This design comes from an exercise in tuning for small area, a short achievable clock period and few clock cycles per item on the open sky130 flow, not from production work. Function was checked by simulation only, so behaviour that the tests miss may differ from the original.

==> 09-02: inputs <==
==> flow/design.v <==
module muldiv(clk, reset, CtoM, CtoD, A, B, High, Low, MtoC, DtoC, DivZero);
  input clk;
  input reset;
  input CtoM;
  input CtoD;
  input [31:0] A;
  input [31:0] B;
  output [31:0] High;
  output [31:0] Low;
  output MtoC;
  output DtoC;
  output DivZero;
  reg s_setup, s_mit, s_dit, s_fix;
  reg [31:0] H, L, M;
  reg [5:0] cnt, zar;
  reg c31;   
  reg two;   
  reg mb;    
  reg isdiv, sA, sB;
  reg mdone, ddone, dzero;
  assign High = H;
  assign Low = L;
  assign MtoC = mdone;
  assign DtoC = ddone;
  assign DivZero = dzero;
  function [5:0] lzc;
    input [31:0] x;
    reg [7:0] nz;
    reg [1:0] c [0:7];
    reg [3:0] v;
    integer i;
    begin
      for (i = 0; i < 8; i = i + 1) begin
        v = x[4*i +: 4];
        nz[i] = |v;
        c[i] = v[3] ? 2'd0 : v[2] ? 2'd1 : v[1] ? 2'd2 : 2'd3;
      end
      lzc = nz[7] ? {3'd0, c[7]} :
            nz[6] ? {3'd1, c[6]} :
            nz[5] ? {3'd2, c[5]} :
            nz[4] ? {3'd3, c[4]} :
            nz[3] ? {3'd4, c[3]} :
            nz[2] ? {3'd5, c[2]} :
            nz[1] ? {3'd6, c[1]} :
            nz[0] ? {3'd7, c[0]} : 6'd32;
    end
  endfunction
  function [32:0] add32;
    input [31:0] a;
    input [31:0] b;
    reg [31:0] g, p, gg, pp;
    integer i, l;
    begin
      g = a & b;
      p = a ^ b;
      gg = g;
      pp = p;
      for (l = 0; l < 5; l = l + 1)
        for (i = 0; i < 32; i = i + 1)
          if ((i >> l) & 1) begin
            gg[i] = gg[i] | (pp[i] & gg[((i >> l) << l) - 1]);
            pp[i] = pp[i] & pp[((i >> l) << l) - 1];
          end
      add32 = {gg[31], p ^ {gg[30:0], 1'b0}};
    end
  endfunction
  function [31:0] inc32;
    input [31:0] x;
    reg [31:0] pp;
    integer i, l;
    begin
      pp = x;
      for (l = 0; l < 5; l = l + 1)
        for (i = 0; i < 32; i = i + 1)
          if ((i >> l) & 1)
            pp[i] = pp[i] & pp[((i >> l) << l) - 1];
      inc32 = x ^ {pp[30:0], 1'b1};
    end
  endfunction
  function [6:0] add7;
    input [6:0] a;
    input [6:0] b;
    input ci;
    reg [6:0] g, p, gg, pp;
    integer i, l;
    begin
      g = a & b;
      p = a ^ b;
      gg = g;
      pp = p;
      gg[0] = g[0] | (p[0] & ci);
      for (l = 0; l < 3; l = l + 1)
        for (i = 0; i < 7; i = i + 1)
          if ((i >> l) & 1) begin
            gg[i] = gg[i] | (pp[i] & gg[((i >> l) << l) - 1]);
            pp[i] = pp[i] & pp[((i >> l) << l) - 1];
          end
      add7 = p ^ {gg[5:0], ci};
    end
  endfunction
  function [5:0] alz;
    input [31:0] x;
    reg [31:0] c;
    reg pow2;
    begin
      c = x ^ {32{x[31]}};
      pow2 = x[31] && ((x[30:0] & ~x[31:1]) == 31'd0);
      alz = pow2 ? lzc({c[30:0], 1'b1}) : lzc(c);
    end
  endfunction
  wire [31:0] negA = inc32(~A);
  wire [31:0] negB = inc32(~B);
  wire [5:0] zA = alz(A);
  wire [5:0] zB = alz(B);
  wire ashort = (zar > cnt);
  wire [6:0] zd = add7({1'b0, cnt}, ~{1'b0, zar}, 1'b1);
  wire [5:0] mamt = ashort ? zar : cnt;
  wire [4:0] amt = isdiv ? zd[4:0] : mamt[4:0];
  wire [31:0] sh_in = (!isdiv && ashort) ? L : H;
  wire [31:0] sh_out = sh_in << amt;
  wire [31:0] mval = ashort ? H : L;
  wire mc30 = (mamt == 6'd30);
  wire [31:0] ax = s_mit ? (two ? {L[29:0], 2'b0} : {L[30:0], 1'b0}) : (L ^ {32{s_fix}});
  wire [31:0] ay = (M & {32{(s_mit && mb) || s_dit}}) | {31'd0, s_fix};
  wire [32:0] asum = add32(ax, ay);
  wire ac = asum[32];
  wire [31:0] hx = s_mit ? (two ? {H[29:0], L[31:30]} : {H[30:0], L[31]}) :
                   (s_dit ? {H[30:0], 1'b0} : ~H);
  wire [31:0] hx1 = inc32(hx);
  wire hci = (s_mit || s_dit) ? ac : (isdiv || (L == 32'd0));
  wire [31:0] hsum = hci ? hx1 : hx;
  wire c31n = two ? (cnt == 6'd29) : (cnt == 6'd30);
  wire twon = !hx[31] && !c31n;
  wire mbn = twon ? hx[30] : hx[31];
  wire twos = !sh_out[30] && !mc30;
  wire mbs = twos ? sh_out[29] : sh_out[30];
  wire negH = sA ^ sB;
  wire negL = isdiv ? sA : (sA ^ sB);
  wire needfix = isdiv ? (sA || sB) : (sA ^ sB);
  wire mlast = two ? (cnt == 6'd30) : c31;
  wire dlast = (cnt[4:0] == 5'd31);
  always @(posedge clk) begin
    mdone <= 1'b0;
    ddone <= 1'b0;
    if (reset) begin
      s_setup <= 1'b0;
      s_mit <= 1'b0;
      s_dit <= 1'b0;
      s_fix <= 1'b0;
      dzero <= 1'b0;
    end
    else begin
      if (CtoM || CtoD) begin
        L <= A[31] ? negA : A;
        H <= (B[31] ^ CtoD) ? negB : B;
        zar <= zA;
        cnt <= zB;
        sA <= A[31];
        sB <= B[31];
        isdiv <= CtoD;
        s_setup <= 1'b1;
      end
      if (s_setup) begin
        s_setup <= 1'b0;
        if (!isdiv) begin
          cnt <= mamt + 6'd1;
          c31 <= mc30;
          two <= twos;
          mb <= mbs;
          M <= mval;
          if (mamt[5]) begin
            H <= 32'd0;
            L <= 32'd0;
            mdone <= 1'b1;
          end
          else begin
            H <= {sh_out[30:0], 1'b0};
            L <= mval;
            if (mamt != 6'd31) s_mit <= 1'b1;
            else if (needfix) s_fix <= 1'b1;
            else mdone <= 1'b1;
          end
        end
        else begin
          cnt <= {1'b0, ~zd[4:0]};
          M <= sh_out;
          H <= 32'd0;
          dzero <= cnt[5];
          if (cnt[5]) ddone <= 1'b1;
          else if (zd[6]) begin
            if (sA) s_fix <= 1'b1;
            else ddone <= 1'b1;
          end
          else s_dit <= 1'b1;
        end
      end
      if (s_mit) begin
        cnt <= cnt + (two ? 6'd2 : 6'd1);
        c31 <= c31n;
        two <= twon;
        mb <= mbn;
        L <= asum[31:0];
        H <= hsum;
        if (mlast) begin
          s_mit <= 1'b0;
          if (needfix) s_fix <= 1'b1;
          else mdone <= 1'b1;
        end
      end
      if (s_dit) begin
        cnt <= cnt + 6'd1;
        if (ac) L <= asum[31:0];
        H <= hsum;
        M <= {1'b1, M[31:1]};
        if (dlast) begin
          s_dit <= 1'b0;
          if (needfix) s_fix <= 1'b1;
          else ddone <= 1'b1;
        end
      end
      if (s_fix) begin
        if (negL) L <= asum[31:0];
        if (negH) H <= hsum;
        s_fix <= 1'b0;
        mdone <= !isdiv;
        ddone <= isdiv;
      end
    end
  end
endmodule
==> flow/run.sh <==
#!/bin/bash
# synth_recipe.tcl (not shown) runs the flow's synth.tcl, then flattens the netlist and writes it again
# the make line also repeats each setting of config.mk as NAME=value (left out here)
make -C /OpenROAD-flow-scripts/flow DESIGN_CONFIG=/design/flow/config.mk WORK_HOME=/design/flow/orfs CLKGATE_MAP_FILE= SYNTH_SCRIPT=/design/flow/synth_recipe.tcl finish
==> flow/config.mk <==
export PLATFORM = sky130hd
export DESIGN_NAME = muldiv
export DESIGN_NICKNAME = muldiv
export VERILOG_FILES = /design/flow/design.v
export SDC_FILE = /design/flow/constraint.sdc
export NUM_CORES = 4
export LEC_CHECK = 0
export ABC_AREA = 1
export CAP_MARGIN = 20
export CORE_MARGIN = 2
export CORE_UTILIZATION = 70
export SETUP_SLACK_MARGIN = 4.5
export SLEW_MARGIN = 20
==> flow/constraint.sdc <==
create_clock -name core_clock -period 8.0 [get_ports {clk}]
set_input_delay 1.6000 -clock core_clock [delete_from_list [all_inputs] [get_ports {clk}]]
set_output_delay 1.6000 -clock core_clock [all_outputs]
set_load 0.01 [all_outputs]
==> inputs of 02-20, as changes to 09-02 <==
--- a/flow/design.v
+++ b/flow/design.v
@@ -14,3 +14,3 @@
   reg [31:0] H, L, M;
-  reg [5:0] cnt, zar;
+  reg [5:0] cnt;
   reg c31;   
@@ -18,2 +18,3 @@
   reg mb;    
+  reg m2;    
   reg isdiv, sA, sB;
@@ -27,20 +28,27 @@
     input [31:0] x;
-    reg [7:0] nz;
-    reg [1:0] c [0:7];
-    reg [3:0] v;
+    reg [15:0] v1; reg [15:0] z1;
+    reg [7:0] v2;  reg [1:0] z2 [0:7];
+    reg [3:0] v3;  reg [2:0] z3 [0:3];
+    reg [1:0] v4;  reg [3:0] z4 [0:1];
+    reg [4:0] z5;
     integer i;
     begin
+      for (i = 0; i < 16; i = i + 1) begin
+        v1[i] = x[2*i+1] | x[2*i];
+        z1[i] = !x[2*i+1];
+      end
       for (i = 0; i < 8; i = i + 1) begin
-        v = x[4*i +: 4];
-        nz[i] = |v;
-        c[i] = v[3] ? 2'd0 : v[2] ? 2'd1 : v[1] ? 2'd2 : 2'd3;
-      end
-      lzc = nz[7] ? {3'd0, c[7]} :
-            nz[6] ? {3'd1, c[6]} :
-            nz[5] ? {3'd2, c[5]} :
-            nz[4] ? {3'd3, c[4]} :
-            nz[3] ? {3'd4, c[3]} :
-            nz[2] ? {3'd5, c[2]} :
-            nz[1] ? {3'd6, c[1]} :
-            nz[0] ? {3'd7, c[0]} : 6'd32;
+        v2[i] = v1[2*i+1] | v1[2*i];
+        z2[i] = {!v1[2*i+1], v1[2*i+1] ? z1[2*i+1] : z1[2*i]};
+      end
+      for (i = 0; i < 4; i = i + 1) begin
+        v3[i] = v2[2*i+1] | v2[2*i];
+        z3[i] = {!v2[2*i+1], v2[2*i+1] ? z2[2*i+1] : z2[2*i]};
+      end
+      for (i = 0; i < 2; i = i + 1) begin
+        v4[i] = v3[2*i+1] | v3[2*i];
+        z4[i] = {!v3[2*i+1], v3[2*i+1] ? z3[2*i+1] : z3[2*i]};
+      end
+      z5 = {!v4[1], v4[1] ? z4[1] : z4[0]};
+      lzc = (v4[1] | v4[0]) ? {1'b0, z5} : 6'd32;
     end
@@ -100,16 +108,9 @@
   endfunction
-  function [5:0] alz;
-    input [31:0] x;
-    reg [31:0] c;
-    reg pow2;
-    begin
-      c = x ^ {32{x[31]}};
-      pow2 = x[31] && ((x[30:0] & ~x[31:1]) == 31'd0);
-      alz = pow2 ? lzc({c[30:0], 1'b1}) : lzc(c);
-    end
-  endfunction
   wire [31:0] negA = inc32(~A);
   wire [31:0] negB = inc32(~B);
-  wire [5:0] zA = alz(A);
-  wire [5:0] zB = alz(B);
+  wire [31:0] absA = A[31] ? negA : A;
+  wire [31:0] absB = B[31] ? negB : B;
+  wire [5:0] zA = lzc(absA);
+  wire [5:0] zB = lzc(absB);
+  wire [5:0] zar = M[5:0];
   wire ashort = (zar > cnt);
@@ -123,3 +124,4 @@
   wire [31:0] ax = s_mit ? (two ? {L[29:0], 2'b0} : {L[30:0], 1'b0}) : (L ^ {32{s_fix}});
-  wire [31:0] ay = (M & {32{(s_mit && mb) || s_dit}}) | {31'd0, s_fix};
+  wire [31:0] ay = (M & {32{(s_mit && mb) || s_dit}}) | ({M[30:0], 1'b0} & {32{s_mit && m2}}) |
+                   {31'd0, s_fix};
   wire [32:0] asum = add32(ax, ay);
@@ -129,9 +131,11 @@
   wire [31:0] hx1 = inc32(hx);
-  wire hci = (s_mit || s_dit) ? ac : (isdiv || (L == 32'd0));
+  wire hci = ac || (s_fix && isdiv);
   wire [31:0] hsum = hci ? hx1 : hx;
   wire c31n = two ? (cnt == 6'd29) : (cnt == 6'd30);
-  wire twon = !hx[31] && !c31n;
-  wire mbn = twon ? hx[30] : hx[31];
-  wire twos = !sh_out[30] && !mc30;
-  wire mbs = twos ? sh_out[29] : sh_out[30];
+  wire twon = !c31n && (!hx[31] || (!hx[30] && !M[31]));
+  wire mbn = twon ? (!hx[31] && hx[30]) : hx[31];
+  wire m2n = twon && hx[31];
+  wire twos = !mc30 && (!sh_out[30] || (!sh_out[29] && !mval[31]));
+  wire mbs = twos ? (!sh_out[30] && sh_out[29]) : sh_out[30];
+  wire m2s = twos && sh_out[30];
   wire negH = sA ^ sB;
@@ -153,5 +157,5 @@
       if (CtoM || CtoD) begin
-        L <= A[31] ? negA : A;
+        L <= absA;
         H <= (B[31] ^ CtoD) ? negB : B;
-        zar <= zA;
+        M[5:0] <= zA;
         cnt <= zB;
@@ -169,2 +173,3 @@
           mb <= mbs;
+          m2 <= m2s;
           M <= mval;
@@ -201,2 +206,3 @@
         mb <= mbn;
+        m2 <= m2n;
         L <= asum[31:0];
==> flow/flow/run.sh (new file) <==
#!/bin/bash
# The standard layout (the standard.sh, unchanged), with plain buf_1
# cells as the port buffers in place of the delay cells that buffer_ports
# picks by default. Every port is still buffered.
set -euo pipefail
export BUFFER_PORTS_ARGS="-buffer_cell sky130_fd_sc_hd__buf_1"
bash standard.sh > standard.log 2>&1
==> flow/standard.sh (new file) <==
#!/bin/bash
# synth_recipe.tcl (not shown) runs the flow's synth.tcl, then flattens the netlist and writes it again
# the make line also repeats each setting of config.mk as NAME=value (left out here)
make -C /OpenROAD-flow-scripts/flow DESIGN_CONFIG=/design/flow/config.mk WORK_HOME=/design/flow/orfs CLKGATE_MAP_FILE= SYNTH_SCRIPT=/design/flow/synth_recipe.tcl "${@:-finish}"
- CORE_UTILIZATION: 70 -> 40
- SETUP_SLACK_MARGIN: 4.5 -> 4.0
removed: flow/run.sh
==> run notes <==
* Gr ovfl total at 0
* Syn. warnings at 7
* Simple-Gate Fraction of Synth Area at 37.41%
* Starting Density at 40.53%
* Sequential fraction of the synthesis area at 19.05%
* Final HPWL DP at 65,430 µm
* Leading post-synthesis cells by cell area: edfxtp_1, nand2_1, nand3_1
* Synth Cell Area at 0.01792 mm²
* Status: no timing/DRC/antenna violations
* GRT Overall Usage at 37.36%
* Met2 Track Usage GR at 56.98%
Source of the figures above: 02-20

==> run notes <==
* Synth Cell Area at 0.01795 mm²
* Failing step: 5_1_grt
* Leading post-synthesis cells by cell area: edfxtp_1, nand2_1, nand3_1
* First Err: [ERROR GRT-0232] Routing congestion too high. Check the congestion heatmap in the GUI.
* Gr ovfl total at 394
* Sequential fraction of the synthesis area at 19.85%
* GRT Overall Usage at 89.07%
* Final HPWL DP at 54,820 µm
* Met2 Track Usage GR at 98.99%
* Syn. warnings at 5
* Status: stopped before the end
Source of the figures above: 09-02

Testbench counts of 09-02, summed over its fixed seeds: cycles 27,728, ops 3,200.
Testbench counts of 02-20, summed over its fixed seeds: cycles 26,682, ops 3,200.

## separate check: timing with driven ports
How much do the figures lean on ideal ports? The routed layout below was timed once more, with nothing changed but the port constraints. Step 1: set_driving_cell puts a clkbuf_16 on clk and a buf_2 on each other input, an assumption about the parent block. Step 2 moves the port delays by t, midway between the first and last clock arrival at a register: inputs arrive t later, outputs are due t later. That takes back most of the time a late clock gives input paths. a / b / c = ideal ports / drivers / drivers and shift; a / b = the first two.
run: 02-20
t, ns: 0.550
setup slack, ns: 4.069 / 4.091 / 3.542
slew at the worst register clock pin (ns): 0.07 / 0.07
worst data-port slew with drivers (ns): 0.06
pins driven straight from the clock port: 1
After both steps setup and hold are still met in 02-20. The setup slack of 02-20 moves by +0.022 ns with the drivers and by -0.527 ns with both steps.
